This design comes from an exercise in tuning for small area on the open sky130 flow, not from production work.
Where RTL was checked, it was by simulation tests only, not by an equivalence proof against the original.
No functional check of the RTL was part of run 1.

## flow/design.v (module list and top-level ports; edited modules follow where they fit)
// module top: 1317 lines
// module fa_cell: 4 lines
// module ha_cell: 4 lines
module top (
    input  wire clk,
    input  wire rst_n,
    input  wire start,
    input  wire preload_valid,
    input  wire [5:0] preload_addr,
    input  wire [7:0] preload_data,
    input  wire [63:0] x_vector_flat,
    output wire [127:0] result_flat
);
  // ...
==> flow/flow/run.sh <==
#!/bin/bash
# The standard ORFS layout (the standard.sh, standard synthesis), with:
#  - port buffers made with buf_1 instead of the default delay buffer;
#  - clock tree synthesis with clkbuf_4 only, 20 sinks per cluster, and without dummy loads.
# make's output goes to standard.log; ORFS keeps each step's log under orfs/logs.
set -euo pipefail
bash standard.sh \
  BUFFER_PORTS_ARGS="-buffer_cell sky130_fd_sc_hd__buf_1" \
  CTS_ARGS="-sink_clustering_enable -repair_clock_nets -dont_use_dummy_load -buf_list sky130_fd_sc_hd__clkbuf_4 -sink_clustering_size 20" \
  finish > standard.log 2>&1
==> flow/standard.sh <==
#!/bin/bash
# synth_recipe.tcl (not shown) runs the flow's synth.tcl, then flattens the netlist and writes it again
# the make line also repeats each setting of config.mk as NAME=value (left out here)
make -C /OpenROAD-flow-scripts/flow DESIGN_CONFIG=/design/flow/config.mk WORK_HOME=/design/flow/orfs CLKGATE_MAP_FILE= SYNTH_SCRIPT=/design/flow/synth_recipe.tcl "${@:-finish}"
==> flow/config.mk <==
export PLATFORM = sky130hd
export DESIGN_NAME = top
export DESIGN_NICKNAME = top
export VERILOG_FILES = /design/flow/design.v
export SDC_FILE = /design/flow/constraint.sdc
export NUM_CORES = 4
export LEC_CHECK = 0
export CAP_MARGIN = 20
export CORE_MARGIN = 2
export CORE_UTILIZATION = 60
export SLEW_MARGIN = 20
export SYNTH_HIERARCHICAL = 1
export SYNTH_MINIMUM_KEEP_SIZE = 0
==> flow/constraint.sdc <==
create_clock -name core_clock -period 10.0 [get_ports {clk}]
set_input_delay 2.0000 -clock core_clock [delete_from_list [all_inputs] [get_ports {clk}]]
set_output_delay 2.0000 -clock core_clock [all_outputs]
set_load 0.01 [all_outputs]
==> impl_results.md, run 1 <==
- Outcome: finished clean
- Core area: 71,850 um^2
- Met3 wire length: 10,470 um
- Cell count after synthesis: 3,333
- CP startpoint kind: register
- Net Count, Synth: 3,995
- CTS Root Cell: clkbuf_4
- Final Setup Violations: 0
- Met2 WL post-DR: 50,040 um
- Io pins: 210
- PostCTS Resize Cnt: 1
- Asr flop ratio synth: 0.01155
- Fmax: 104.0 MHz
- Met1 Wirelength: 44,610 um
- CP bufs+invs: 4
- Post-CTS Setup Bufs: 0
- Levels on crit path: 24
- Global-route met1 utilization: 0.4108
- Detailed router's first-iteration violation count: 3,028
- Slowest CP cell: a222oi_1
- Worst Skew: 0.2146 ns
- Crit path kind: register to register
- Worst setup path endpoint: acc_r1[2]
- Worst skew pair latency: 1.06 ns
- Fraction of area in registers: 0.4638
- Worst r2r path cells: 24
- # DRC: 0
- RSZ-0062 raised after global routing: false
- Rel. slew slack: 0.2235
- Synthesized flop and latch total: 779
- CP startpoint: rsel[0]
- Routed wire per std cell: 23.04 um
- Multi-input logic area: 20,620 um^2
- Hold path startpoint: x7_1[7]
- TritonCTS Sinks: 779
- FFs & Latches: 779
- ClkCell Share: 0.03000
- Well Taps: 950
- Fraction of layout instances using a drive strength above 1: 0.1094
==> run 2, diff against run 1 <==
--- a/flow/design.v
+++ b/flow/design.v
@@ -529,17 +529,107 @@
     wire t0_s373, t0_c374;
     fa_cell u_t0_s373 (.a(t0_s307), .b(t0_c340), .c(t0_s341), .s(t0_s373), .co(t0_c374));
     wire t0_s375, t0_c376;
     fa_cell u_t0_s375 (.a(t0_s311), .b(t0_c342), .c(t0_s343), .s(t0_s375), .co(t0_c376));
     wire t0_s377, t0_c378;
     fa_cell u_t0_s377 (.a(t0_s313), .b(t0_c344), .c(t0_s345), .s(t0_s377), .co(t0_c378));
     wire t0_s379, t0_c380;
     fa_cell u_t0_s379 (.a(~(corr01)), .b(t0_c314), .c(t0_c346), .s(t0_s379), .co(t0_c380));
-    wire [16:0] s_f = ~({t0_c378, t0_c376, t0_c374, t0_c372, t0_c370, t0_c368, t0_c366, t0_c364, t0_c362, t0_c360, t0_c358, t0_c356, t0_c354, t0_c352, t0_c350, t0_c348, t0_s315} + {t0_s379, t0_s377, t0_s375, t0_s373, t0_s371, t0_s369, t0_s367, t0_s365, t0_s363, t0_s361, t0_s359, t0_s357, t0_s355, t0_s353, t0_s351, t0_s349, t0_s347} + 17'd1);
+    wire bkf_p0 = t0_s315 ^ t0_s347;
+    wire bkf_g0 = t0_s315 & t0_s347;
+    wire bkf_p1 = t0_c348 ^ t0_s349;
+    wire bkf_g1 = t0_c348 & t0_s349;
+    wire bkf_p2 = t0_c350 ^ t0_s351;
+    wire bkf_g2 = t0_c350 & t0_s351;
+    wire bkf_p3 = t0_c352 ^ t0_s353;
+    wire bkf_g3 = t0_c352 & t0_s353;
+    wire bkf_p4 = t0_c354 ^ t0_s355;
+    wire bkf_g4 = t0_c354 & t0_s355;
+    wire bkf_p5 = t0_c356 ^ t0_s357;
+    wire bkf_g5 = t0_c356 & t0_s357;
+    wire bkf_p6 = t0_c358 ^ t0_s359;
+    wire bkf_g6 = t0_c358 & t0_s359;
+    wire bkf_p7 = t0_c360 ^ t0_s361;
+    wire bkf_g7 = t0_c360 & t0_s361;
+    wire bkf_p8 = t0_c362 ^ t0_s363;
+    wire bkf_g8 = t0_c362 & t0_s363;
+    wire bkf_p9 = t0_c364 ^ t0_s365;
+    wire bkf_g9 = t0_c364 & t0_s365;
+    wire bkf_p10 = t0_c366 ^ t0_s367;
+    wire bkf_g10 = t0_c366 & t0_s367;
+    wire bkf_p11 = t0_c368 ^ t0_s369;
+    wire bkf_g11 = t0_c368 & t0_s369;
+    wire bkf_p12 = t0_c370 ^ t0_s371;
+    wire bkf_g12 = t0_c370 & t0_s371;
+    wire bkf_p13 = t0_c372 ^ t0_s373;
+    wire bkf_g13 = t0_c372 & t0_s373;
+    wire bkf_p14 = t0_c374 ^ t0_s375;
+    wire bkf_g14 = t0_c374 & t0_s375;
+    wire bkf_p15 = t0_c376 ^ t0_s377;
+    wire bkf_g15 = t0_c376 & t0_s377;
+    wire bkf_p16 = t0_c378 ^ t0_s379;
+    wire bkf_g16 = t0_c378 & t0_s379;
+    wire bkf_g0c = bkf_g0 | bkf_p0;
+    wire bkf_G1 = bkf_g1 | (bkf_p1 & bkf_g0c);
+    wire bkf_P1 = bkf_p1 & bkf_p0;
+    wire bkf_G2 = bkf_g3 | (bkf_p3 & bkf_g2);
+    wire bkf_P2 = bkf_p3 & bkf_p2;
+    wire bkf_G3 = bkf_g5 | (bkf_p5 & bkf_g4);
+    wire bkf_P3 = bkf_p5 & bkf_p4;
+    wire bkf_G4 = bkf_g7 | (bkf_p7 & bkf_g6);
+    wire bkf_P4 = bkf_p7 & bkf_p6;
+    wire bkf_G5 = bkf_g9 | (bkf_p9 & bkf_g8);
+    wire bkf_P5 = bkf_p9 & bkf_p8;
+    wire bkf_G6 = bkf_g11 | (bkf_p11 & bkf_g10);
+    wire bkf_P6 = bkf_p11 & bkf_p10;
+    wire bkf_G7 = bkf_g13 | (bkf_p13 & bkf_g12);
+    wire bkf_P7 = bkf_p13 & bkf_p12;
+    wire bkf_G8 = bkf_g15 | (bkf_p15 & bkf_g14);
+    wire bkf_P8 = bkf_p15 & bkf_p14;
+    wire bkf_G9 = bkf_G2 | (bkf_P2 & bkf_G1);
+    wire bkf_P9 = bkf_P2 & bkf_P1;
+    wire bkf_G10 = bkf_G4 | (bkf_P4 & bkf_G3);
+    wire bkf_P10 = bkf_P4 & bkf_P3;
+    wire bkf_G11 = bkf_G6 | (bkf_P6 & bkf_G5);
+    wire bkf_P11 = bkf_P6 & bkf_P5;
+    wire bkf_G12 = bkf_G8 | (bkf_P8 & bkf_G7);
+    wire bkf_P12 = bkf_P8 & bkf_P7;
+    wire bkf_G13 = bkf_G10 | (bkf_P10 & bkf_G9);
+    wire bkf_P13 = bkf_P10 & bkf_P9;
+    wire bkf_G14 = bkf_G12 | (bkf_P12 & bkf_G11);
+    wire bkf_P14 = bkf_P12 & bkf_P11;
+    wire bkf_G15 = bkf_G14 | (bkf_P14 & bkf_G13);
+    wire bkf_P15 = bkf_P14 & bkf_P13;
+    wire bkf_G16 = bkf_G11 | (bkf_P11 & bkf_G13);
+    wire bkf_P16 = bkf_P11 & bkf_P13;
+    wire bkf_G17 = bkf_G3 | (bkf_P3 & bkf_G9);
+    wire bkf_P17 = bkf_P3 & bkf_P9;
+    wire bkf_G18 = bkf_G5 | (bkf_P5 & bkf_G13);
+    wire bkf_P18 = bkf_P5 & bkf_P13;
+    wire bkf_G19 = bkf_G7 | (bkf_P7 & bkf_G16);
+    wire bkf_P19 = bkf_P7 & bkf_P16;
+    wire bkf_G20 = bkf_g2 | (bkf_p2 & bkf_G1);
+    wire bkf_P20 = bkf_p2 & bkf_P1;
+    wire bkf_G21 = bkf_g4 | (bkf_p4 & bkf_G9);
+    wire bkf_P21 = bkf_p4 & bkf_P9;
+    wire bkf_G22 = bkf_g6 | (bkf_p6 & bkf_G17);
+    wire bkf_P22 = bkf_p6 & bkf_P17;
+    wire bkf_G23 = bkf_g8 | (bkf_p8 & bkf_G13);
+    wire bkf_P23 = bkf_p8 & bkf_P13;
+    wire bkf_G24 = bkf_g10 | (bkf_p10 & bkf_G18);
+    wire bkf_P24 = bkf_p10 & bkf_P18;
+    wire bkf_G25 = bkf_g12 | (bkf_p12 & bkf_G16);
+    wire bkf_P25 = bkf_p12 & bkf_P16;
+    wire bkf_G26 = bkf_g14 | (bkf_p14 & bkf_G19);
+    wire bkf_P26 = bkf_p14 & bkf_P19;
+    wire bkf_G27 = bkf_g16 | (bkf_p16 & bkf_G15);
+    wire bkf_P27 = bkf_p16 & bkf_P15;
+    wire [16:0] bkf_sum = {(bkf_p16 ^ bkf_G15), (bkf_p15 ^ bkf_G26), (bkf_p14 ^ bkf_G19), (bkf_p13 ^ bkf_G25), (bkf_p12 ^ bkf_G16), (bkf_p11 ^ bkf_G24), (bkf_p10 ^ bkf_G18), (bkf_p9 ^ bkf_G23), (bkf_p8 ^ bkf_G13), (bkf_p7 ^ bkf_G22), (bkf_p6 ^ bkf_G17), (bkf_p5 ^ bkf_G21), (bkf_p4 ^ bkf_G9), (bkf_p3 ^ bkf_G20), (bkf_p2 ^ bkf_G1), (bkf_p1 ^ bkf_g0c), (bkf_p0 ^ 1'b1)};
+    wire [16:0] s_f = ~bkf_sum;
     wire [15:0] a_f = (s_f[16] != s_f[15]) ? (s_f[16] ? 16'h8000 : 16'h7fff) : s_f[15:0];
     wire m3_s381, m3_c382;
     assign m3_s381 = ~(~(wt3[0] & x3[6]) ^ ~(wt3[1] & x3[5]));
     assign m3_c382 = ~(wt3[0] & x3[6]) | ~(wt3[1] & x3[5]);
     wire m3_s383, m3_c384;
     fa_cell u_m3_s383 (.a((wt3[0] & x3[7])), .b(~(wt3[1] & x3[6])), .c(~(wt3[2] & x3[5])), .s(m3_s383), .co(m3_c384));
     wire m3_s385, m3_c386;
     assign m3_s385 = ~(~(wt3[3] & x3[4]) ^ ~(wt3[4] & x3[3]));
@@ -1157,17 +1247,107 @@
     wire a6_s839, a6_c840;
     fa_cell u_a6_s839 (.a(p6_14_0), .b(p6_14_1), .c(~(acc_r2[14])), .s(a6_s839), .co(a6_c840));
     wire a6_s841, a6_c842;
     assign a6_s841 = ~(1'b0 ^ ~(acc_r2[15]));
     assign a6_c842 = 1'b0 | ~(acc_r2[15]);
     wire a6_s843, a6_c844;
     assign a6_s843 = ~(1'b0 ^ ~(acc_r2[15]));
     assign a6_c844 = 1'b0 | ~(acc_r2[15]);
-    wire [16:0] s6 = ~({a6_c842, a6_c840, a6_c838, a6_c836, a6_c834, a6_c832, a6_c830, a6_c828, a6_c826, a6_c824, a6_c822, a6_c820, a6_c818, a6_c816, a6_c814, ~(acc_r2[1]), p6_0_0} + {a6_s843, a6_s841, a6_s839, a6_s837, a6_s835, a6_s833, a6_s831, a6_s829, a6_s827, a6_s825, a6_s823, a6_s821, a6_s819, a6_s817, a6_s815, a6_s813, ~(acc_r2[0])} + 17'd1);
+    wire bk6_p0 = p6_0_0 ^ ~(acc_r2[0]);
+    wire bk6_g0 = p6_0_0 & ~(acc_r2[0]);
+    wire bk6_p1 = ~(acc_r2[1]) ^ a6_s813;
+    wire bk6_g1 = ~(acc_r2[1]) & a6_s813;
+    wire bk6_p2 = a6_c814 ^ a6_s815;
+    wire bk6_g2 = a6_c814 & a6_s815;
+    wire bk6_p3 = a6_c816 ^ a6_s817;
+    wire bk6_g3 = a6_c816 & a6_s817;
+    wire bk6_p4 = a6_c818 ^ a6_s819;
+    wire bk6_g4 = a6_c818 & a6_s819;
+    wire bk6_p5 = a6_c820 ^ a6_s821;
+    wire bk6_g5 = a6_c820 & a6_s821;
+    wire bk6_p6 = a6_c822 ^ a6_s823;
+    wire bk6_g6 = a6_c822 & a6_s823;
+    wire bk6_p7 = a6_c824 ^ a6_s825;
+    wire bk6_g7 = a6_c824 & a6_s825;
+    wire bk6_p8 = a6_c826 ^ a6_s827;
+    wire bk6_g8 = a6_c826 & a6_s827;
+    wire bk6_p9 = a6_c828 ^ a6_s829;
+    wire bk6_g9 = a6_c828 & a6_s829;
+    wire bk6_p10 = a6_c830 ^ a6_s831;
+    wire bk6_g10 = a6_c830 & a6_s831;
+    wire bk6_p11 = a6_c832 ^ a6_s833;
+    wire bk6_g11 = a6_c832 & a6_s833;
+    wire bk6_p12 = a6_c834 ^ a6_s835;
+    wire bk6_g12 = a6_c834 & a6_s835;
+    wire bk6_p13 = a6_c836 ^ a6_s837;
+    wire bk6_g13 = a6_c836 & a6_s837;
+    wire bk6_p14 = a6_c838 ^ a6_s839;
+    wire bk6_g14 = a6_c838 & a6_s839;
+    wire bk6_p15 = a6_c840 ^ a6_s841;
+    wire bk6_g15 = a6_c840 & a6_s841;
+    wire bk6_p16 = a6_c842 ^ a6_s843;
+    wire bk6_g16 = a6_c842 & a6_s843;
+    wire bk6_g0c = bk6_g0 | bk6_p0;
+    wire bk6_G1 = bk6_g1 | (bk6_p1 & bk6_g0c);
+    wire bk6_P1 = bk6_p1 & bk6_p0;
+    wire bk6_G2 = bk6_g3 | (bk6_p3 & bk6_g2);
+    wire bk6_P2 = bk6_p3 & bk6_p2;
+    wire bk6_G3 = bk6_g5 | (bk6_p5 & bk6_g4);
+    wire bk6_P3 = bk6_p5 & bk6_p4;
+    wire bk6_G4 = bk6_g7 | (bk6_p7 & bk6_g6);
+    wire bk6_P4 = bk6_p7 & bk6_p6;
+    wire bk6_G5 = bk6_g9 | (bk6_p9 & bk6_g8);
+    wire bk6_P5 = bk6_p9 & bk6_p8;
+    wire bk6_G6 = bk6_g11 | (bk6_p11 & bk6_g10);
+    wire bk6_P6 = bk6_p11 & bk6_p10;
+    wire bk6_G7 = bk6_g13 | (bk6_p13 & bk6_g12);
+    wire bk6_P7 = bk6_p13 & bk6_p12;
+    wire bk6_G8 = bk6_g15 | (bk6_p15 & bk6_g14);
+    wire bk6_P8 = bk6_p15 & bk6_p14;
+    wire bk6_G9 = bk6_G2 | (bk6_P2 & bk6_G1);
+    wire bk6_P9 = bk6_P2 & bk6_P1;
+    wire bk6_G10 = bk6_G4 | (bk6_P4 & bk6_G3);
+    wire bk6_P10 = bk6_P4 & bk6_P3;
+    wire bk6_G11 = bk6_G6 | (bk6_P6 & bk6_G5);
+    wire bk6_P11 = bk6_P6 & bk6_P5;
+    wire bk6_G12 = bk6_G8 | (bk6_P8 & bk6_G7);
+    wire bk6_P12 = bk6_P8 & bk6_P7;
+    wire bk6_G13 = bk6_G10 | (bk6_P10 & bk6_G9);
+    wire bk6_P13 = bk6_P10 & bk6_P9;
+    wire bk6_G14 = bk6_G12 | (bk6_P12 & bk6_G11);
+    wire bk6_P14 = bk6_P12 & bk6_P11;
+    wire bk6_G15 = bk6_G14 | (bk6_P14 & bk6_G13);
+    wire bk6_P15 = bk6_P14 & bk6_P13;
+    wire bk6_G16 = bk6_G11 | (bk6_P11 & bk6_G13);
+    wire bk6_P16 = bk6_P11 & bk6_P13;
+    wire bk6_G17 = bk6_G3 | (bk6_P3 & bk6_G9);
+    wire bk6_P17 = bk6_P3 & bk6_P9;
+    wire bk6_G18 = bk6_G5 | (bk6_P5 & bk6_G13);
+    wire bk6_P18 = bk6_P5 & bk6_P13;
+    wire bk6_G19 = bk6_G7 | (bk6_P7 & bk6_G16);
+    wire bk6_P19 = bk6_P7 & bk6_P16;
+    wire bk6_G20 = bk6_g2 | (bk6_p2 & bk6_G1);
+    wire bk6_P20 = bk6_p2 & bk6_P1;
+    wire bk6_G21 = bk6_g4 | (bk6_p4 & bk6_G9);
+    wire bk6_P21 = bk6_p4 & bk6_P9;
+    wire bk6_G22 = bk6_g6 | (bk6_p6 & bk6_G17);
+    wire bk6_P22 = bk6_p6 & bk6_P17;
+    wire bk6_G23 = bk6_g8 | (bk6_p8 & bk6_G13);
+    wire bk6_P23 = bk6_p8 & bk6_P13;
+    wire bk6_G24 = bk6_g10 | (bk6_p10 & bk6_G18);
+    wire bk6_P24 = bk6_p10 & bk6_P18;
+    wire bk6_G25 = bk6_g12 | (bk6_p12 & bk6_G16);
+    wire bk6_P25 = bk6_p12 & bk6_P16;
+    wire bk6_G26 = bk6_g14 | (bk6_p14 & bk6_G19);
+    wire bk6_P26 = bk6_p14 & bk6_P19;
+    wire bk6_G27 = bk6_g16 | (bk6_p16 & bk6_G15);
+    wire bk6_P27 = bk6_p16 & bk6_P15;
+    wire [16:0] bk6_sum = {(bk6_p16 ^ bk6_G15), (bk6_p15 ^ bk6_G26), (bk6_p14 ^ bk6_G19), (bk6_p13 ^ bk6_G25), (bk6_p12 ^ bk6_G16), (bk6_p11 ^ bk6_G24), (bk6_p10 ^ bk6_G18), (bk6_p9 ^ bk6_G23), (bk6_p8 ^ bk6_G13), (bk6_p7 ^ bk6_G22), (bk6_p6 ^ bk6_G17), (bk6_p5 ^ bk6_G21), (bk6_p4 ^ bk6_G9), (bk6_p3 ^ bk6_G20), (bk6_p2 ^ bk6_G1), (bk6_p1 ^ bk6_g0c), (bk6_p0 ^ 1'b1)};
+    wire [16:0] s6 = ~bk6_sum;
     wire [15:0] a6 = (s6[16] != s6[15]) ? (s6[16] ? 16'h8000 : 16'h7fff) : s6[15:0];
     wire m7_s845, m7_c846;
     assign m7_s845 = ~(~(wt7[0] & x7[6]) ^ ~(wt7[1] & x7[5]));
     assign m7_c846 = ~(wt7[0] & x7[6]) | ~(wt7[1] & x7[5]);
     wire m7_s847, m7_c848;
     fa_cell u_m7_s847 (.a((wt7[0] & x7[7])), .b(~(wt7[1] & x7[6])), .c(~(wt7[2] & x7[5])), .s(m7_s847), .co(m7_c848));
     wire m7_s849, m7_c850;
     assign m7_s849 = ~(~(wt7[3] & x7[4]) ^ ~(wt7[4] & x7[3]));
@@ -1284,17 +1464,107 @@
     wire a7_s955, a7_c956;
     fa_cell u_a7_s955 (.a(~(wt7[7] & x7[7])), .b(m7_c928), .c(~(a6[14])), .s(a7_s955), .co(a7_c956));
     wire a7_s957, a7_c958;
     assign a7_s957 = ~(1'b0 ^ ~(a6[15]));
     assign a7_c958 = 1'b0 | ~(a6[15]);
     wire a7_s959, a7_c960;
     assign a7_s959 = ~(1'b0 ^ ~(a6[15]));
     assign a7_c960 = 1'b0 | ~(a6[15]);
-    wire [16:0] s7 = ~({a7_c958, a7_c956, a7_c954, a7_c952, a7_c950, a7_c948, a7_c946, a7_c944, a7_c942, a7_c940, a7_c938, a7_c936, a7_c934, a7_c932, a7_c930, ~(a6[1]), ~(wt7[0] & x7[0])} + {a7_s959, a7_s957, a7_s955, a7_s953, a7_s951, a7_s949, a7_s947, a7_s945, a7_s943, a7_s941, a7_s939, a7_s937, a7_s935, a7_s933, a7_s931, a7_s929, ~(a6[0])} + 17'd1);
+    wire bk7_p0 = ~(wt7[0] & x7[0]) ^ ~(a6[0]);
+    wire bk7_g0 = ~(wt7[0] & x7[0]) & ~(a6[0]);
+    wire bk7_p1 = ~(a6[1]) ^ a7_s929;
+    wire bk7_g1 = ~(a6[1]) & a7_s929;
+    wire bk7_p2 = a7_c930 ^ a7_s931;
+    wire bk7_g2 = a7_c930 & a7_s931;
+    wire bk7_p3 = a7_c932 ^ a7_s933;
+    wire bk7_g3 = a7_c932 & a7_s933;
+    wire bk7_p4 = a7_c934 ^ a7_s935;
+    wire bk7_g4 = a7_c934 & a7_s935;
+    wire bk7_p5 = a7_c936 ^ a7_s937;
+    wire bk7_g5 = a7_c936 & a7_s937;
+    wire bk7_p6 = a7_c938 ^ a7_s939;
+    wire bk7_g6 = a7_c938 & a7_s939;
+    wire bk7_p7 = a7_c940 ^ a7_s941;
+    wire bk7_g7 = a7_c940 & a7_s941;
+    wire bk7_p8 = a7_c942 ^ a7_s943;
+    wire bk7_g8 = a7_c942 & a7_s943;
+    wire bk7_p9 = a7_c944 ^ a7_s945;
+    wire bk7_g9 = a7_c944 & a7_s945;
+    wire bk7_p10 = a7_c946 ^ a7_s947;
+    wire bk7_g10 = a7_c946 & a7_s947;
+    wire bk7_p11 = a7_c948 ^ a7_s949;
+    wire bk7_g11 = a7_c948 & a7_s949;
+    wire bk7_p12 = a7_c950 ^ a7_s951;
+    wire bk7_g12 = a7_c950 & a7_s951;
+    wire bk7_p13 = a7_c952 ^ a7_s953;
+    wire bk7_g13 = a7_c952 & a7_s953;
+    wire bk7_p14 = a7_c954 ^ a7_s955;
+    wire bk7_g14 = a7_c954 & a7_s955;
+    wire bk7_p15 = a7_c956 ^ a7_s957;
+    wire bk7_g15 = a7_c956 & a7_s957;
+    wire bk7_p16 = a7_c958 ^ a7_s959;
+    wire bk7_g16 = a7_c958 & a7_s959;
+    wire bk7_g0c = bk7_g0 | bk7_p0;
+    wire bk7_G1 = bk7_g1 | (bk7_p1 & bk7_g0c);
+    wire bk7_P1 = bk7_p1 & bk7_p0;
+    wire bk7_G2 = bk7_g3 | (bk7_p3 & bk7_g2);
+    wire bk7_P2 = bk7_p3 & bk7_p2;
+    wire bk7_G3 = bk7_g5 | (bk7_p5 & bk7_g4);
+    wire bk7_P3 = bk7_p5 & bk7_p4;
+    wire bk7_G4 = bk7_g7 | (bk7_p7 & bk7_g6);
+    wire bk7_P4 = bk7_p7 & bk7_p6;
+    wire bk7_G5 = bk7_g9 | (bk7_p9 & bk7_g8);
+    wire bk7_P5 = bk7_p9 & bk7_p8;
+    wire bk7_G6 = bk7_g11 | (bk7_p11 & bk7_g10);
+    wire bk7_P6 = bk7_p11 & bk7_p10;
+    wire bk7_G7 = bk7_g13 | (bk7_p13 & bk7_g12);
+    wire bk7_P7 = bk7_p13 & bk7_p12;
+    wire bk7_G8 = bk7_g15 | (bk7_p15 & bk7_g14);
+    wire bk7_P8 = bk7_p15 & bk7_p14;
+    wire bk7_G9 = bk7_G2 | (bk7_P2 & bk7_G1);
+    wire bk7_P9 = bk7_P2 & bk7_P1;
+    wire bk7_G10 = bk7_G4 | (bk7_P4 & bk7_G3);
+    wire bk7_P10 = bk7_P4 & bk7_P3;
+    wire bk7_G11 = bk7_G6 | (bk7_P6 & bk7_G5);
+    wire bk7_P11 = bk7_P6 & bk7_P5;
+    wire bk7_G12 = bk7_G8 | (bk7_P8 & bk7_G7);
+    wire bk7_P12 = bk7_P8 & bk7_P7;
+    wire bk7_G13 = bk7_G10 | (bk7_P10 & bk7_G9);
+    wire bk7_P13 = bk7_P10 & bk7_P9;
+    wire bk7_G14 = bk7_G12 | (bk7_P12 & bk7_G11);
+    wire bk7_P14 = bk7_P12 & bk7_P11;
+    wire bk7_G15 = bk7_G14 | (bk7_P14 & bk7_G13);
+    wire bk7_P15 = bk7_P14 & bk7_P13;
+    wire bk7_G16 = bk7_G11 | (bk7_P11 & bk7_G13);
+    wire bk7_P16 = bk7_P11 & bk7_P13;
+    wire bk7_G17 = bk7_G3 | (bk7_P3 & bk7_G9);
+    wire bk7_P17 = bk7_P3 & bk7_P9;
+    wire bk7_G18 = bk7_G5 | (bk7_P5 & bk7_G13);
+    wire bk7_P18 = bk7_P5 & bk7_P13;
+    wire bk7_G19 = bk7_G7 | (bk7_P7 & bk7_G16);
+    wire bk7_P19 = bk7_P7 & bk7_P16;
+    wire bk7_G20 = bk7_g2 | (bk7_p2 & bk7_G1);
+    wire bk7_P20 = bk7_p2 & bk7_P1;
+    wire bk7_G21 = bk7_g4 | (bk7_p4 & bk7_G9);
+    wire bk7_P21 = bk7_p4 & bk7_P9;
+    wire bk7_G22 = bk7_g6 | (bk7_p6 & bk7_G17);
+    wire bk7_P22 = bk7_p6 & bk7_P17;
+    wire bk7_G23 = bk7_g8 | (bk7_p8 & bk7_G13);
+    wire bk7_P23 = bk7_p8 & bk7_P13;
+    wire bk7_G24 = bk7_g10 | (bk7_p10 & bk7_G18);
+    wire bk7_P24 = bk7_p10 & bk7_P18;
+    wire bk7_G25 = bk7_g12 | (bk7_p12 & bk7_G16);
+    wire bk7_P25 = bk7_p12 & bk7_P16;
+    wire bk7_G26 = bk7_g14 | (bk7_p14 & bk7_G19);
+    wire bk7_P26 = bk7_p14 & bk7_P19;
+    wire bk7_G27 = bk7_g16 | (bk7_p16 & bk7_G15);
+    wire bk7_P27 = bk7_p16 & bk7_P15;
+    wire [16:0] bk7_sum = {(bk7_p16 ^ bk7_G15), (bk7_p15 ^ bk7_G26), (bk7_p14 ^ bk7_G19), (bk7_p13 ^ bk7_G25), (bk7_p12 ^ bk7_G16), (bk7_p11 ^ bk7_G24), (bk7_p10 ^ bk7_G18), (bk7_p9 ^ bk7_G23), (bk7_p8 ^ bk7_G13), (bk7_p7 ^ bk7_G22), (bk7_p6 ^ bk7_G17), (bk7_p5 ^ bk7_G21), (bk7_p4 ^ bk7_G9), (bk7_p3 ^ bk7_G20), (bk7_p2 ^ bk7_G1), (bk7_p1 ^ bk7_g0c), (bk7_p0 ^ 1'b1)};
+    wire [16:0] s7 = ~bk7_sum;
     wire [15:0] a7 = (s7[16] != s7[15]) ? (s7[16] ? 16'h8000 : 16'h7fff) : s7[15:0];
     reg [15:0] result_n [0:7];
     reg none;
     wire shift = (cnt >= 5'd3) && (cnt <= 5'd10);
     integer i;
     always @(posedge clk or negedge rst_n) begin
         if (!rst_n)
             none <= 1'b1;
==> flow/flow/run.sh (replaced) <==
#!/bin/bash
# The standard ORFS layout (the standard.sh, standard synthesis), with:
#  - port buffers made with buf_1 instead of the default delay buffer;
#  - clock tree synthesis with clkbuf_4, larger sink clusters, no dummy loads.
# make's output goes to standard.log; ORFS keeps each step's log under orfs/logs.
set -euo pipefail
bash standard.sh \
  BUFFER_PORTS_ARGS="-buffer_cell sky130_fd_sc_hd__buf_1" \
  CTS_ARGS="-sink_clustering_enable -repair_clock_nets -dont_use_dummy_load -buf_list sky130_fd_sc_hd__clkbuf_4 -sink_buffer_max_cap_derate 1.0" \
  finish > standard.log 2>&1
==> flow/config.mk (replaced) <==
export PLATFORM = sky130hd
export DESIGN_NAME = top
export DESIGN_NICKNAME = top
export VERILOG_FILES = /design/flow/design.v
export SDC_FILE = /design/flow/constraint.sdc
export NUM_CORES = 4
export LEC_CHECK = 0
export CAP_MARGIN = 20
export CORE_MARGIN = 2
export CORE_UTILIZATION = 40
export SLEW_MARGIN = 20
export SYNTH_HIERARCHICAL = 1
export SYNTH_MINIMUM_KEEP_SIZE = 0
==> run 2 against run 1 <==
Effect of this change: setup slack improved by 0.16 ns; highest routed layer is now met5; final area grew 0.30%; largest cell class unchanged; critical path type unchanged; die area grew 48%.
==> impl_results.md, run 2 <==
- Worst skew pair latency: 1.07 ns (about the same)
- Die Y: 333.7 um
- Initial Util: 0.4049
- Number of enable flip-flop cells after synthesis: 640
- CTS clk-pin slew, worst paths: 0.06 ns
- CTS tree: built
- Hold_buf cts: 0
- Setup TNS: 0 ns
- Final Setup Violations: 0 (unchanged)
- GR Util All Layers: 0.2003
- Post-DP Area: 46,160 um^2
- First-pass DRT Iterations: 6
- Largest cells by area after synthesis: edfxtp_1 (44%), fa_1 (20%), dfxtp_1 (6.0%), ha_1 (4.5%), nand2_1 (3.0%)
- Core area: 107,400 um^2 (+49%)
- Crit path kind: register to register
- Synthesized flop and latch total: 779 (unchanged)
- Detail Route Antenna Nets: 0
- Detailed Route WL: 110,000 um
- CP endpoint kind: register
- Fin nets: 4,318
- HP Class: register to register
- Pin count of the biggest net entering global routing: 85
- Worst Skew: 0.1153 ns (-0.09930 ns)
- Io pins: 210 (unchanged)
- Vias in the first global route: 28,962
- Detailed router's first-iteration violation count: 2,200 (-27%)
- Clk buf depth: 3
- Total vias in the final route: 27,289
- Detail Placement HPWL: 77,720 um
- Crit-path max FO: 52
- Largest regs: w x512, result_n x128
- Site Rows: 120
- GP Congestion: 0.8818
- TritonCTS Sinks: 779 (unchanged)
- Grt ovf: 0
- Synth cell count leaders: edfxtp_1 (640), fa_1 (442), nand2_1 (351)
- Rel. slew slack: 0.2363 (+0.01276)
- PostCTS Resize Cnt: 0 (-1)
- Fin area: 47,690 um^2
- Top_reg_cell synth: edfxtp_1
- Synth unique cells: 72
- Mapped Area: 43,470 um^2
- H-tree Lvls: 4
- Net Count, Synth: 3,951 (-1.1%)
- Commonest non-fill, non-tap cells in the layout: edfxtp_1 (640), fa_1 (442), nand2_1 (351)
- Fmax: 105.7 MHz (+1.7%)
- Critical Path RT: 10.77 ns
- Synth Warn #: 9
- Final Cycle Share: 0.9460
- CP startpoint kind: register
- Vias per Instance: 5.405
- Critical Path Most Common Cell: fa_1
- Area grow syn2layout: 9.711%
- Fin. Hold Viols: 0
- CTS Buf Count: 200
- Fin crit period: 9.460 ns
- Asr flop ratio synth: 0.01155 (unchanged)
- Leading area contributor after synthesis: edfxtp_1
- Input/output buffers: 209
- First-pass GRT wire length: 170,500 um
- Post-CTS Setup Bufs: 0 (unchanged)
- Biggest register: w
- # DRC: 0 (unchanged)
- Cell count after synthesis: 3,271 (-1.9%)
- Die area: 111,300 um^2
- Slowest CP cell: dfrtp_4
- Critical Path AT: 10.23 ns
- Synth top area share: 0.4421
- Initial antenna violation count: 8
- Die X: 333.7 um
- Fraction of layout instances using a drive strength above 1: 0.1103 (+0.0008816)
- Max FFs per register: 512
- Max_cap viols: 0
- Synthesized area per cell: 13.29 um^2
- Max stage delay on crit path: 0.68 ns
- RSZ-0062 raised after global routing: false
- Worst Tran Pin Value: 1.138 ns
- Count leader, synth: edfxtp_1
- Commonest non-fill, non-tap cell in the layout: edfxtp_1
- Routed wire per std cell: 21.78 um (-5.5%)
- CTS Root Cell: clkbuf_4
- Outcome: finished clean
- Seq/Total Area, Yosys: 0.5072
- Slew Viols, Final: 0
## run 2: changes by cell type in the layout (fill, tap and decap cells not counted), sizes merged, moves of 15 or more
cell / change
buf: -21
inv: +19
a21oi: +17
nand2b: -15
nor2b: -32
fa: +21
nand3: -18
and2: +28
maj3: -22
## run 2: modules after synthesis (local to each module, per instance)
module	flip-flops and latches	times used
top	779	1
fa_cell	0	415
## run 2: worst paths after layout
check,startpoint,cells past startpoint,to,slack (ns)
max,rsel[2],25,acc_r1[12],0.54
max in group asynchronous,rst_n,2,rsel[2],8.28
min reg2reg,x7_1[6],0,x7_2[6],0.27
min,x7_1[6],0,x7_2[6],0.27
min in group asynchronous,rst_n,2,cnt[0],1.11
max reg2reg,rsel[2],25,acc_r1[12],0.54
## run 2: area by class of cell
type / instances / area [um^2]
timing repair buffer: 298 / 1466
multi-input combinational: 2178 / 20210
antenna: 10 / 25.02
inverter: 181 / 679.4
sequential: 779 / 22050
tap: 1403 / 1755
fill: 9799 / 59660
clock buffer: 200 / 1501
## run 2: metrics by stage
step / utilization / std cells / setup WS [ns] / hold WS, ns
global placement: 0.4300 / 4839 / 0.7729 / 0.3138
floorplan: - / 3271 / 1.121 / 0.3096
CTS: 0.4439 / 5039 / 0.6029 / 0.2534
global route: 0.4442 / 5046 / 0.01237 / 0.2755
detailed placement: 0.4300 / 4839 / 0.6175 / 0.3132
finish: 0.4442 / 5049 / 0.5399 / 0.2674
## run 2: cells by family (layout without fill, tap and decap cells)
family / after synthesis / in the layout / share of synthesized area
AND/OR/NAND/NOR: 868 / 868 / 0.09409
flip-flops: 779 / 779 / 0.5072
adder cells (fa/ha/maj): 603 / 603 / 0.2496
AO/OA/AOI/OAI: 576 / 576 / 0.08897
buffers and inverters: 314 / 679 / 0.02930
multiplexers: 76 / 76 / 0.01975
XOR/XNOR: 55 / 55 / 0.01108
other: 0 / 10 / 0
## run 2: worst max-delay path, delay by kind of cell (launching register included)
kind            cells  cell delay, ns
simple gates        4            1.69
mux                 1            0.34
compound gates      9            1.97
flops               1            0.68
xor+xnor            1            0.21
buf+inv             2            0.65
fa+ha+maj           8            3.60
## run 2: metal layers
metal / global-route usage / up-vias / routed length (um) / share of wire
li1: - / 12290 / - / -
met1: 0.2798 / 13847 / 49080 / 0.45
met2: 0.3158 / 958 / 51020 / 0.46
met3: 0.03785 / 186 / 7185 / 0.065
met4: 0.06555 / 8 / 2630 / 0.024
met5: 0 / - / 60 / 0.00055
==> run 3, diff against run 2 <==
==> flow/flow/run.sh (replaced) <==
#!/bin/bash
# The standard ORFS layout (the standard.sh, standard synthesis), with:
#  - port buffers made with buf_1 instead of the default delay buffer;
#  - clock tree synthesis with clkbuf_4, sink clusters of up to 10 within 60 um, no dummy loads.
# make's output goes to standard.log; ORFS keeps each step's log under orfs/logs.
set -euo pipefail
bash standard.sh \
  BUFFER_PORTS_ARGS="-buffer_cell sky130_fd_sc_hd__buf_1" \
  CTS_ARGS="-sink_clustering_enable -repair_clock_nets -dont_use_dummy_load -buf_list sky130_fd_sc_hd__clkbuf_4 -sink_clustering_size 10 -sink_clustering_max_diameter 60" \
  finish > standard.log 2>&1
==> run 3 against run 2 <==
Effect of this change: hold slack better by 0.063 ns; still clean on timing, DRC and antenna; critical path type unchanged; synthesized cell count unchanged; highest routed layer unchanged.
==> impl_results.md, run 3 <==
- Synthesized flop and latch total: 779 (unchanged)
- Worst r2r path cells: 31 (+24%)
- Biggest register: w
- Hold_buf cts: 0 (unchanged)
- Slowest CP cell: fa_1
- Area grow syn2layout: 7.841%
- Slew Viols, Final: 0 (unchanged)
- Routed wire per std cell: 22.11 um (+1.5%)
- Final non-filler cell total: 4,936 (-2.2%)
- Detail Route Antenna Nets: 0 (unchanged)
- Fin nets: 4,212 (-2.5%)
- Largest cells by area after synthesis: edfxtp_1 (44%), fa_1 (20%), dfxtp_1 (6.0%), ha_1 (4.5%), nand2_1 (3.0%)
- Setup slack after placement: 0.6175 ns (unchanged)
- Die area: 111,300 um^2 (unchanged)
- Synth Warn #: 9 (unchanged)
- Net Count, Synth: 3,951 (unchanged)
- Fraction of layout instances using a drive strength above 1: 0.08357 (-0.02672)
- # DRC: 0 (unchanged)
- Detail Placement HPWL: 77,720 um (unchanged)
- Final Cycle Share: 0.9368 (-0.009213)
- Initial Util: 0.4049 (unchanged)
- HP Class: register to register
- Worst skew pair latency: 0.93 ns (-0.14 ns)
- Grt ovf: 0 (unchanged)
- Hold_ws: 0.3304 ns (+0.06304 ns)
- Worst Skew: 0.06416 ns (-0.05112 ns)
- Detailed router's first-iteration violation count: 2,484 (+13%)
- CTS Root Cell: clkbuf_4
- RSZ-0062 raised after global routing: false
- PostCTS Resize Cnt: 0 (unchanged)
- CTS Buf Count: 94 (-53%)
- Fillers: 9,835 (+0.37%)
- Critical Path RT: 10.83 ns (+0.06 ns)
- Critical Path Most Common Cell: fa_1
- CP endpoint kind: register
- Setup TNS: 0 ns (unchanged)
- Multi-input logic area: 20,210 um^2 (unchanged)
- Site Rows: 120 (unchanged)
- CTS clk-pin slew, worst paths: 0.10 ns (+0.04 ns)
- Rel. slew slack: 0.2489 (+0.01261)
- Io pins: 210 (unchanged)
- Synth top area share: 0.4421 (unchanged)
- Vias per Instance: 5.442 (+0.68%)
- Register area: 22,050 um^2 (unchanged)
- Fin crit period: 9.368 ns (-0.09213 ns)
- Commonest non-fill, non-tap cells in the layout: edfxtp_1 (640), fa_1 (442), nand2_1 (351)
- TritonCTS Sinks: 779 (unchanged)
- Crit path kind: register to register
- GP Congestion: 0.8818 (unchanged)
- Pin count of the biggest net entering global routing: 85 (unchanged)
- Post-route setup slack: 0.6320 ns (+0.09213 ns)
- Top_reg_cell synth: edfxtp_1
- Cell count after synthesis: 3,271 (unchanged)
- CTS tree: built
- Crit-path max FO: 14 (-73%)
- First-pass DRT Iterations: 8 (+2)
- Number of enable flip-flop cells after synthesis: 640 (unchanged)
- First-pass GRT wire length: 168,600 um (-1.1%)
- Synth cell count leaders: edfxtp_1 (640), fa_1 (442), nand2_1 (351)
- Seq/Total Area, Yosys: 0.5072 (unchanged)
- Fin. Hold Viols: 0 (unchanged)
- Post-CTS Setup Bufs: 0 (unchanged)
- Total vias in the final route: 26,860 (-1.6%)
- GR Util All Layers: 0.1978 (-0.002457)
- Commonest non-fill, non-tap cell in the layout: edfxtp_1
- Asr flop ratio synth: 0.01155 (unchanged)
- Input/output buffers: 209 (unchanged)
- Worst Tran Pin Value: 1.119 ns (-0.01880 ns)
- Mapped Area: 43,470 um^2 (unchanged)
- Initial antenna violation count: 5 (-3)
- Critical Path AT: 10.19 ns (-0.04 ns)
- Min-Delay Path Depth: 0 (unchanged)
- Leading area contributor after synthesis: edfxtp_1
- H-tree Lvls: 3 (-1)
- Die Y: 333.7 um (unchanged)
- Final Setup Violations: 0 (unchanged)
- Outcome: finished clean
- Max stage delay on crit path: 0.54 ns (-0.14 ns)
- Fmax: 106.7 MHz (+0.98%)
- Vias in the first global route: 28,066 (-3.1%)
- Core area: 107,400 um^2 (unchanged)
- CP startpoint kind: register
- Die X: 333.7 um (unchanged)
- Clk buf depth: 3 (unchanged)
- Synth unique cells: 72 (unchanged)
- Synthesized area per cell: 13.29 um^2 (unchanged)
- Max FFs per register: 512 (unchanged)
- Max_cap viols: 0 (unchanged)
- Largest regs: w x512, result_n x128
- Detailed Route WL: 109,100 um (-0.75%)
- Dpl cells: 4,839 (unchanged)
- Count leader, synth: edfxtp_1
-- run 3: cell count changes in the layout (fill, tap and decap cells not counted), sizes merged --
cell,change
diode,-7
clkbuf,-106
-- run 3: Yosys stat by module, one instance, submodules excluded --
module   cell area (um^2)  times used
fa_cell             20.02         415
top                 35160           1
-- run 3: path summary, 6_finish.rpt --
kind | from | to | slack, ns
worst max-delay path | rsel[1] | acc_r2[13] | 0.63
worst min-delay path | x7_1[7] | x7_2[7] | 0.33
worst max register to register | rsel[1] | acc_r2[13] | 0.63
worst min register to register | x7_1[7] | x7_2[7] | 0.33
max in group asynchronous | rst_n | rsel[2] | 8.18
min in group asynchronous | rst_n | cnt[2] | 1.20
-- run 3: layout make-up --
class	count	share of cell area
tap	1403	0.03745
clock buffer	94	0.01505
sequential	779	0.4705
timing repair buffer	298	0.03128
antenna	3	0.0001601
multi-input combinational	2178	0.4311
inverter	181	0.01449
-- run 3: stage by stage --
step,util,area (um^2)
finish,0.4367,46880
global route,0.4366,46880
CTS,0.4365,46860
detailed placement,0.4300,46160
global placement,0.4300,46160
floorplan,-,43470
-- run 3: kinds of logic after synthesis --
group	synth area share
compound gates	0.08897
flops	0.5072
simple gates	0.09409
buf+inv	0.02930
mux	0.01975
fa+ha+maj	0.2496
xor+xnor	0.01108
-- run 3: critical path, delay by kind of cell, from the launching register on --
family,cells,cell delay (ns)
buf+inv,1,0.11
fa+ha+maj,9,3.88
compound gates,16,3.49
flops,1,0.42
xor+xnor,1,0.21
simple gates,4,1.17
-- run 3: routing by layer --
metal  vias to the layer above  GRT usage  wire, um
met1                     13719     0.2817     48760
li1                      12037          -         -
met4                         6    0.05856      2989
met5                         -          0        40
met2                       909     0.3145     50530
met3                       189    0.02977      6831
==> run 4, diff against run 3 <==
--- a/flow/config.mk
+++ b/flow/config.mk
@@ -8,5 +8,5 @@
 export CAP_MARGIN = 20
 export CORE_MARGIN = 2
-export CORE_UTILIZATION = 40
+export CORE_UTILIZATION = 65
 export SLEW_MARGIN = 20
 export SYNTH_HIERARCHICAL = 1
==> run 4 against run 3 <==
Effect of this change: critical path depth shrank 2; setup slack lost 0.046 ns; via count grew 2.1%; highest routed layer is now met4.
==> impl_results.md, run 4 <==
- Crit path kind: register to register
- Net Count, Synth: 3,951 (unchanged)
- Count leader, synth: edfxtp_1
- Synth top area share: 0.4421 (unchanged)
- Input/output buffers: 209 (unchanged)
- Commonest non-fill, non-tap cells in the layout: edfxtp_1 (640), fa_1 (442), nand2_1 (350)
- First-pass GRT wire length: 167,000 um (-0.97%)
- Commonest non-fill, non-tap cell in the layout: edfxtp_1
- Outcome: finished clean
- Post-CTS Setup Bufs: 0 (unchanged)
- CTS tree: built
- Max stage delay on crit path: 0.66 ns (+0.12 ns)
- Die area: 68,960 um^2 (-38%)
- Fin. Hold Viols: 0 (unchanged)
- Detail Placement HPWL: 76,620 um (-1.4%)
- Vias per Instance: 6.218 (+14%)
- Detailed router's first-iteration violation count: 2,965 (+19%)
- Synth cell count leaders: edfxtp_1 (640), fa_1 (442), nand2_1 (351)
- R2R setup slack: 0.59 ns (-0.05 ns)
- Die Y: 262.6 um (-21%)
- Largest regs: w x512, result_n x128
- Initial Util: 0.6588 (+0.2539)
- RSZ-0062 raised after global routing: false
- Leading area contributor after synthesis: edfxtp_1
- Max FFs per register: 512 (unchanged)
- Fin nets: 4,222 (+0.24%)
- Cell count after synthesis: 3,271 (unchanged)
- Worst r2r src: rsel[0]
- CP startpoint: rsel[0]
- Critical Path RT: 10.75 ns (-0.08 ns)
- Synthesized area per cell: 13.29 um^2 (unchanged)
- # DRC: 0 (unchanged)
- Hold_buf cts: 0 (unchanged)
- Final non-filler cell total: 4,409 (-11%)
- Site Rows: 94 (-22%)
- Slew Viols, Final: 0 (unchanged)
- Total vias in the final route: 27,417 (+2.1%)
- Grt ovf: 0 (unchanged)
- Vias in the first global route: 29,062 (+3.5%)
- GR Util All Layers: 0.3179 (+0.1201)
- Clk buf depth: 3 (unchanged)
- Crit-path max FO: 21 (+7)
- Slowest CP cell: o21ai_1
- CTS Buf Count: 90 (-4.3%)
- Detailed Route WL: 106,400 um (-2.5%)
- Final Setup Violations: 0 (unchanged)
- FF-to-FF End: acc_r2[13]
- Worst r2r path cells: 29 (-6.5%)
- Worst Tran Pin Value: 1.009 ns (-0.1103 ns)
- PostCTS Resize Cnt: 0 (unchanged)
- H-tree Lvls: 3 (unchanged)
- Core Util, Final: 0.7015 (+0.2649)
- GP Congestion: 0.9491 (+7.6%)
- CP endpoint kind: register
- Top_reg_cell synth: edfxtp_1
- Number of enable flip-flop cells after synthesis: 640 (unchanged)
- Worst setup path endpoint: acc_r2[13]
- Worst Skew: 0.1565 ns (+0.09235 ns)
- Final Cycle Share: 0.9414 (+0.004569)
- Largest cells by area after synthesis: edfxtp_1 (44%), fa_1 (20%), dfxtp_1 (6.0%), ha_1 (4.5%), nand2_1 (3.0%)
- HP Class: register to register
- Synthesized flop and latch total: 779 (unchanged)
- Critical Path Most Common Cell: fa_1
- Post-route setup slack: 0.5863 ns (-0.04569 ns)
- Core area: 65,980 um^2 (-39%)
- Dpl cells: 4,314 (-11%)
- Synth unique cells: 72 (unchanged)
- Fraction of layout instances using a drive strength above 1: 0.08672 (+0.003154)
- Rel. slew slack: 0.3229 (+0.07404)
- CTS Root Cell: clkbuf_4
- Biggest register: w
- Asr flop ratio synth: 0.01155 (unchanged)
- Seq/Total Area, Yosys: 0.5072 (unchanged)
- Max_cap viols: 0 (unchanged)
- CP startpoint kind: register
- Die X: 262.6 um (-21%)
- Detail Route Antenna Nets: 0 (unchanged)
- Area grow syn2layout: 6.482%
- Fin crit period: 9.414 ns (+0.04569 ns)
- Fillers: 4,676 (-52%)
- Setup TNS: 0 ns (unchanged)
- Routed wire per std cell: 24.13 um (+9.1%)
- Pin count of the biggest net entering global routing: 106 (+25%)
- Critical Path AT: 10.16 ns (-0.03 ns)
- Io pins: 210 (unchanged)
- TritonCTS Sinks: 779 (unchanged)
- Fmax: 106.2 MHz (-0.49%)
- Worst skew pair latency: 0.92 ns (about the same)
- First-pass DRT Iterations: 6 (-2)
- Initial antenna violation count: 4 (-1)
- Setup slack after placement: 0.3872 ns (-0.2303 ns)
- Synth Warn #: 9 (unchanged)
- CTS clk-pin slew, worst paths: 0.10 ns (about the same)
- Mapped Area: 43,470 um^2 (unchanged)
run 4: layout make-up:
cell class,count,area (um^2),share of cell area
sequential,779,22050,0.4765
inverter,181,679.4,0.01468
multi-input combinational,2178,20200,0.4365
antenna,5,12.51,0.0002703
tap,864,1081,0.02336
timing repair buffer,312,1579,0.03411
clock buffer,90,675.6,0.01460
run 4: worst min-delay path by stage:
stage,endpoint,cells after the start,start
after floorplan,x7_2[0],0,x7_1[0]
after global placement,x7_2[1],0,x7_1[1]
after detailed placement,x7_2[1],0,x7_1[1]
after CTS,x7_2[6],0,x7_1[6]
after global routing,x7_2[5],0,x7_1[5]
final,x7_2[6],0,x7_1[6]
run 4: worst max-delay path: cells and delay by family, from the launching register on:
kind            cells  cell delay (ns)
flops               1             0.43
simple gates        3             0.94
fa+ha+maj           9             3.79
buf+inv             2             0.45
compound gates     15             3.71
run 4: modules after synthesis (local to each module, per instance):
module   copies in the design  cells inside  area [um^2]  flip-flops and latches
top                         1          2856        35160                     779
fa_cell                   415             1        20.02                       0
run 4: kinds of logic (layout without fill, tap and decap cells):
| logic type | after synthesis | after routing | share of synthesized area |
|---|---|---|---|
| mux | 76 | 76 | 0.01975 |
| flops | 779 | 779 | 0.5072 |
| buf+inv | 314 | 583 | 0.02930 |
| xor+xnor | 55 | 55 | 0.01108 |
| other cells | 0 | 5 | 0 |
| fa+ha+maj | 603 | 603 | 0.2496 |
| compound gates | 576 | 576 | 0.08897 |
| simple gates | 868 | 868 | 0.09409 |
run 4: through the flow:
| stage | hold WS (ns) | cell area (um^2) |
|---|---|---|
| 4_1_cts | 0.3327 | 46250 |
| 2_1_floorplan | 0.3096 | 43470 |
| 6_report | 0.3303 | 46290 |
| 5_1_grt | 0.3453 | 46280 |
| 3_5_place_dp | 0.3138 | 45580 |
| 3_3_place_gp | 0.3113 | 45580 |
run 4: per-layer routing:
metal	part of all wire	up-vias	routed length, um	global-route usage
met2	0.48	1201	50580	0.5054
met3	0.082	164	8753	0.05041
li1	-	12045	-	-
met5	0	-	0	0
met4	0.023	0	2433	0.08807
met1	0.42	14007	44620	0.4633
==> run 5, diff against run 4 <==
==> flow/flow/run.sh (replaced) <==
#!/bin/bash
# The standard ORFS layout (the standard.sh, standard synthesis), with:
#  - port buffers made with buf_1 instead of the default delay buffer;
#  - clock tree synthesis with clkbuf_4, sink clusters of up to 8 within 50 um, no dummy loads.
# make's output goes to standard.log; ORFS keeps each step's log under orfs/logs.
set -euo pipefail
bash standard.sh \
  BUFFER_PORTS_ARGS="-buffer_cell sky130_fd_sc_hd__buf_1" \
  CTS_ARGS="-sink_clustering_enable -repair_clock_nets -dont_use_dummy_load -buf_list sky130_fd_sc_hd__clkbuf_4 -sink_clustering_size 8 -sink_clustering_max_diameter 50" \
  finish > standard.log 2>&1
--- a/flow/config.mk
+++ b/flow/config.mk
@@ -8,5 +8,5 @@
 export CAP_MARGIN = 20
 export CORE_MARGIN = 2
-export CORE_UTILIZATION = 65
+export CORE_UTILIZATION = 40
 export SLEW_MARGIN = 20
 export SYNTH_HIERARCHICAL = 1
==> run 5 against run 4 <==
Effect of this change: still clean on timing, DRC and antenna; final area grew 1.6%; final cell count grew 12%; setup slack gained 0.043 ns; synthesized cell count is the same; die area grew 61%; via count shrank 2.1%; register-to-register slack gained 0.04 ns; fmax grew 0.46%; critical endpoint unchanged; largest cell class unchanged.
==> impl_results.md, run 5 <==
- Outcome: finished clean
- GP Congestion: 0.8818 (-7.1%)
- Synthesized area per cell: 13.29 um^2 (unchanged)
- Worst r2r src: rsel[1]
- Hold_buf cts: 0 (unchanged)
- Critical Path AT: 10.18 ns (+0.02 ns)
- Routed wire per std cell: 22.05 um (-8.6%)
- CP bufs+invs: 1 (-1)
- R2R setup slack: 0.63 ns (+0.04 ns)
- Crit-path leading delay family: adder cells
- Fin nets: 4,234 (+0.28%)
- Max stage delay on crit path: 0.54 ns (-0.12 ns)
- Commonest non-fill, non-tap cell in the layout: edfxtp_1
- Final Cycle Share: 0.9371 (-0.004270)
- Fmax: 106.7 MHz (+0.46%)
- Synth cell count leaders: edfxtp_1 (640), fa_1 (442), nand2_1 (351)
- Synthesized flop and latch total: 779 (unchanged)
- GR Util All Layers: 0.1981 (-0.1197)
- Detailed Route WL: 109,300 um (+2.8%)
- HP Class: register to register
- Biggest register: w
- Max FFs per register: 512 (unchanged)
- Commonest non-fill, non-tap cells in the layout: edfxtp_1 (640), fa_1 (442), nand2_1 (351)
- TritonCTS Sinks: 779 (unchanged)
- Asr flop ratio synth: 0.01155 (unchanged)
- Synth top area share: 0.4421 (unchanged)
- Grt ovf: 0 (unchanged)
- Cell count after synthesis: 3,271 (unchanged)
- Site Rows: 120 (+28%)
- CTS tree: built
- Number of enable flip-flop cells after synthesis: 640 (unchanged)
- Rel. slew slack: 0.2393 (-0.08361)
- Input/output buffers: 209 (unchanged)
- Worst Skew: 0.1205 ns (-0.03607 ns)
- First-pass DRT Iterations: 5 (-1)
- Synth unique cells: 72 (unchanged)
- Vias in the first global route: 28,233 (-2.9%)
- Critical Path Most Common Cell: fa_1
- Fillers: 9,816 (+110%)
- CP endpoint kind: register
- Clk buf depth: 3 (unchanged)
- CP startpoint: rsel[1]
- Detail Placement HPWL: 77,720 um (+1.4%)
- Largest regs: w x512, result_n x128
- Fraction of layout instances using a drive strength above 1: 0.08925 (+0.002522)
- RSZ-0062 raised after global routing: false
- Die Y: 333.7 um (+27%)
- Worst Tran Pin Value: 1.133 ns (+0.1246 ns)
- Initial Util: 0.4049 (-0.2539)
- Largest cells by area after synthesis: edfxtp_1 (44%), fa_1 (20%), dfxtp_1 (6.0%), ha_1 (4.5%), nand2_1 (3.0%)
- Slew Viols, Final: 0 (unchanged)
- Slowest CP cell: fa_1
- Count leader, synth: edfxtp_1
- Detail Route Antenna Nets: 0 (unchanged)
- Post-CTS Setup Bufs: 0 (unchanged)
- Area grow syn2layout: 8.226%
- Leading area contributor after synthesis: edfxtp_1
- Vias per Instance: 5.412 (-13%)
- Seq/Total Area, Yosys: 0.5072 (unchanged)
- Die area: 111,300 um^2 (+61%)
- Io pins: 210 (unchanged)
- Total vias in the final route: 26,840 (-2.1%)
- Die X: 333.7 um (+27%)
- Setup TNS: 0 ns (unchanged)
- Dpl cells: 4,839 (+12%)
- Max_cap viols: 0 (unchanged)
- Critical Path RT: 10.81 ns (+0.06 ns)
- Final non-filler cell total: 4,959 (+12%)
- Hold path startpoint: x7_1[5]
- Final Setup Violations: 0 (unchanged)
- H-tree Lvls: 3 (unchanged)
- Crit path kind: register to register
- Worst skew pair latency: 0.96 ns (+0.04 ns)
- CTS clk-pin slew, worst paths: 0.10 ns (about the same)
- Synth Warn #: 9 (unchanged)
- Pin count of the biggest net entering global routing: 85 (-20%)
- Fin crit period: 9.371 ns (-0.04270 ns)
- CTS Buf Count: 116 (+29%)
- Crit-path max FO: 14 (-33%)
- Initial antenna violation count: 6 (+2)
- Core area: 107,400 um^2 (+63%)
- Fin. Hold Viols: 0 (unchanged)
- Detailed router's first-iteration violation count: 2,458 (-17%)
- # DRC: 0 (unchanged)
- Top_reg_cell synth: edfxtp_1
- CP startpoint kind: register
- PostCTS Resize Cnt: 0 (unchanged)
- Mapped Area: 43,470 um^2 (unchanged)
- Net Count, Synth: 3,951 (unchanged)
- CTS Root Cell: clkbuf_4
- First-pass GRT wire length: 169,200 um (+1.3%)
==> run 5: cell counts after synthesis <==
Identical to the previous run, type by type.
==> run 5: stage by stage <==
stage                       util  instance area [um^2]  hold slack (ns)  setup WS (ns)
after floorplan                -                 43470           0.3096          1.121
after global placement    0.4300                 46160           0.3138         0.7729
after detailed placement  0.4300                 46160           0.3132         0.6175
after CTS                 0.4381                 47030           0.2679         0.6241
after global routing      0.4382                 47040           0.2916        0.05789
final                     0.4382                 47050           0.2755         0.6290
==> run 5: final timing paths <==
check / to / cells past startpoint
worst max-delay path: acc_r2[13] / 31
worst min-delay path: x7_2[5] / 0
worst max register to register: acc_r2[13] / 31
worst min register to register: x7_2[5] / 0
max in group asynchronous: rsel[2] / 2
min in group asynchronous: cnt[1] / 2
==> run 5: modules after synthesis (local to each module, per instance) <==
module | cells | flip-flops and latches | times used | cell area, um^2
fa_cell | 1 | 0 | 415 | 20.02
top | 2856 | 779 | 1 | 35160
==> run 5: cell type report <==
| class | count | area [um^2] | share of cell area |
|---|---|---|---|
| sequential | 779 | 22050 | 0.4688 |
| antenna | 4 | 10.01 | 0.0002128 |
| clock buffer | 116 | 870.8 | 0.01851 |
| multi-input combinational | 2178 | 20210 | 0.4295 |
| timing repair buffer | 298 | 1466 | 0.03117 |
| inverter | 181 | 679.4 | 0.01444 |
| tap | 1403 | 1755 | 0.03731 |
==> run 5: cell families after synthesis <==
kind of cell               share of synthesized area
buffers and inverters                        0.02930
and+or+nand+nor                              0.09409
DFF                                           0.5072
xor gates and xnor gates                     0.01108
adders and majority gates                     0.2496
muxes                                        0.01975
AOI/OAI and AO/OA                            0.08897
==> run 5: metal layers <==
layer  wire length [um]  vias to the layer above  track usage  share of wire
li1                   -                    12099            -              -
met1              48960                    13652       0.2810           0.45
met2              50950                      897       0.3164           0.47
met3               6586                      186      0.03047          0.060
met4               2800                        6      0.05760          0.026
met5                 36                        -            0        0.00033
==> run 6, diff against run 5 <==
--- a/flow/config.mk
+++ b/flow/config.mk
@@ -8,5 +8,5 @@
 export CAP_MARGIN = 20
 export CORE_MARGIN = 2
-export CORE_UTILIZATION = 40
+export CORE_UTILIZATION = 65
 export SLEW_MARGIN = 20
 export SYNTH_HIERARCHICAL = 1
==> run 6 against run 5 <==
Effect of this change: still clean; largest cell class unchanged; sequential cell count is the same; count of clock-buffer cells in the layout decreased by 5; clock skew up 0.060 ns; sequential share of layout area rose by 0.60 points; fmax fell by 0.81%; critical path type unchanged; synthesized cell count unchanged.
==> impl_results.md, run 6 <==
- Initial antenna violation count: 5 (-1)
- Largest regs: w x512, result_n x128
- Fin. Hold Viols: 0 (unchanged)
- Grt ovf: 0 (unchanged)
- Final Setup Violations: 0 (unchanged)
- Top_reg_cell synth: edfxtp_1
- RSZ-0062 raised after global routing: false
- Critical Path RT: 10.76 ns (-0.05 ns)
- Die X: 262.6 um (-21%)
- Leading area contributor after synthesis: edfxtp_1
- Slowest CP cell: o21ai_1
- Number of enable flip-flop cells after synthesis: 640 (unchanged)
- Net Count, Synth: 3,951 (unchanged)
- Synthesized flop and latch total: 779 (unchanged)
- Die Y: 262.6 um (-21%)
- Seq/Total Area, Yosys: 0.5072 (unchanged)
- Setup TNS: 0 ns (unchanged)
- Detail Placement HPWL: 76,620 um (-1.4%)
- HP Class: register to register
- GP Congestion: 0.9491 (+7.6%)
- Initial Util: 0.6588 (+0.2539)
- Synth Area in Compound Gates: 0.08897 (unchanged)
- Outcome: finished clean
- # DRC: 0 (unchanged)
- Crit path kind: register to register
- Routed wire per std cell: 24.02 um (+9.0%)
- Core area: 65,980 um^2 (-39%)
- Post-synthesis adder-cell area fraction: 0.2496 (unchanged)
- Rel. slew slack: 0.3225 (+0.08315)
- Cell count after synthesis: 3,271 (unchanged)
- Synthesized area per cell: 13.29 um^2 (unchanged)
- Final Cycle Share: 0.9447 (+0.007617)
- Largest cells by area after synthesis: edfxtp_1 (44%), fa_1 (20%), dfxtp_1 (6.0%), ha_1 (4.5%), nand2_1 (3.0%)
- H-tree Lvls: 3 (unchanged)
- Max stage delay on crit path: 0.66 ns (+0.12 ns)
- Area grow syn2layout: 6.850%
- Post-synthesis mux area share: 0.01975 (unchanged)
- Commonest non-fill, non-tap cell in the layout: edfxtp_1
- Die area: 68,960 um^2 (-38%)
- Post-Synth XOR/XNOR Area: 0.01108 (unchanged)
- Io pins: 210 (unchanged)
- Fin crit period: 9.447 ns (+0.07617 ns)
- Worst Tran Pin Value: 1.009 ns (-0.1239 ns)
- CP endpoint kind: register
- Worst Skew: 0.1805 ns (+0.06005 ns)
- Fraction of layout instances using a drive strength above 1: 0.09211 (+0.002863)
- CTS Root Cell: clkbuf_4
- Count leader, synth: edfxtp_1
- First-pass GRT wire length: 166,600 um (-1.5%)
- CTS tree: built
- Critical Path AT: 10.20 ns (+0.02 ns)
- Clk buf depth: 3 (unchanged)
- Crit-path max FO: 21 (+7)
- Total vias in the final route: 27,567 (+2.7%)
- Synth top area share: 0.4421 (unchanged)
- Biggest register: w
- CTS Buf Count: 111 (-4.3%)
- Commonest non-fill, non-tap cells in the layout: edfxtp_1 (640), fa_1 (442), nand2_1 (350)
- CTS clk-pin slew, worst paths: 0.09 ns (about the same)
- Detail Route Antenna Nets: 0 (unchanged)
- Max FFs per register: 512 (unchanged)
- CP startpoint kind: register
- Input/output buffers: 209 (unchanged)
-- run 6: routing by layer --
metal	share of wire	global-route usage	vias to the layer above
met5	0.00012	0	-
met3	0.094	0.06859	190
li1	-	-	12107
met4	0.025	0.09786	2
met1	0.41	0.4530	13927
met2	0.47	0.4998	1341
-- run 6: stage by stage --
step                cells  area (um^2)  hold slack, ns  setup WS (ns)    util
floorplan            3271        43470          0.3096          1.121       -
global placement     4314        45580          0.3113         0.6474  0.6908
detailed placement   4314        45580          0.3138         0.3872  0.6908
CTS                  4425        46410          0.3302         0.5270  0.7034
global route         4429        46440          0.3361        0.01666  0.7039
finish               4431        46450          0.3280         0.5529  0.7039
-- run 6: final cells by class --
type                       instances  area [um^2]  area share
tap                              864         1081     0.02327
timing repair buffer             312         1579     0.03400
inverter                         181        679.4     0.01463
multi-input combinational       2178        20200      0.4350
sequential                       779        22050      0.4748
clock buffer                     111        833.3     0.01794
antenna                            6        15.01   0.0003233
-- run 6: modules after synthesis, one instance, submodules excluded --
module | copies in the design | area, um^2 | cells | flip-flops and latches
fa_cell | 415 | 20.02 | 1 | 0
top | 1 | 35160 | 2856 | 779
-- run 6: logic make-up (layout without fill, tap and decap cells) --
logic type      count (synthesis)  in the layout
mux                            76             76
simple gates                  868            868
flops                         779            779
compound gates                576            576
buf+inv                       314            604
xor+xnor                       55             55
fa+ha+maj                     603            603
other cells                     0              6
-- run 6: worst paths after layout --
kind / from / cells past startpoint / to
max: rsel[0] / 29 / acc_r2[13]
min: x7_1[5] / 0 / x7_2[5]
max reg2reg: rsel[0] / 29 / acc_r2[13]
min reg2reg: x7_1[5] / 0 / x7_2[5]
max in group asynchronous: rst_n / 2 / rsel[2]
min in group asynchronous: rst_n / 2 / cnt[0]
-- run 6: repair_timing --
action / in CTS / in global routing
resized for setup: 0 / 3
endpoints found under the setup margin: 0 / 14
setup buffers: 0 / 0
hold buffers: 0 / 0
-- run 6: worst max-delay path, delay by kind of cell (launching register included) --
kind / cells / cell delay [ns]
buffers and inverters: 2 / 0.46
DFF: 1 / 0.43
adders and majority gates: 9 / 3.80
AOI/OAI and AO/OA: 15 / 3.72
and+or+nand+nor: 3 / 0.93

re-timing with driven ports:
How much do the figures lean on ideal ports? The routed layouts below were timed once more, with nothing changed but the port constraints.
Step 1 (the two cells are an assumption about what drives the block):
set clk [get_ports {clk}]
set_driving_cell -lib_cell sky130_fd_sc_hd__clkbuf_16 $clk
set_driving_cell -lib_cell sky130_fd_sc_hd__buf_2 [delete_from_list [all_inputs] $clk]
Step 2 times the ports against the registers' clock, not the clock port: input delays grow and output delays shrink by t, the midpoint of the rising clock arrivals with the driver on.
Slacks: no drivers / after step 1 / after step 2; pairs: no drivers / after step 1.
run	shift t [ns]	slack for setup (ns)	latest minus earliest clock arrival (ns)	slew at the worst register clock pin (ns)	worst data-port slew with drivers (ns)
run 1	1.013	0.382 / 0.382 / 0.382	0.217 / 0.216	0.08 / 0.08	0.09
run 2	1.061	0.540 / 0.540 / 0.478	0.152 / 0.152	0.07 / 0.07	0.11
run 3	0.966	0.632 / 0.632 / 0.498	0.074 / 0.074	0.12 / 0.12	0.10
run 4	0.893	0.586 / 0.586 / 0.376	0.187 / 0.186	0.11 / 0.11	0.08
run 5	0.973	0.629 / 0.629 / 0.537	0.122 / 0.122	0.10 / 0.10	0.10
run 6	0.913	0.553 / 0.553 / 0.388	0.186 / 0.186	0.10 / 0.10	0.08
After both steps setup and hold are still met in every run listed. For run 4, which loses most, drivers alone change the setup slack by 0.000 ns; drivers and shift together by -0.210 ns.
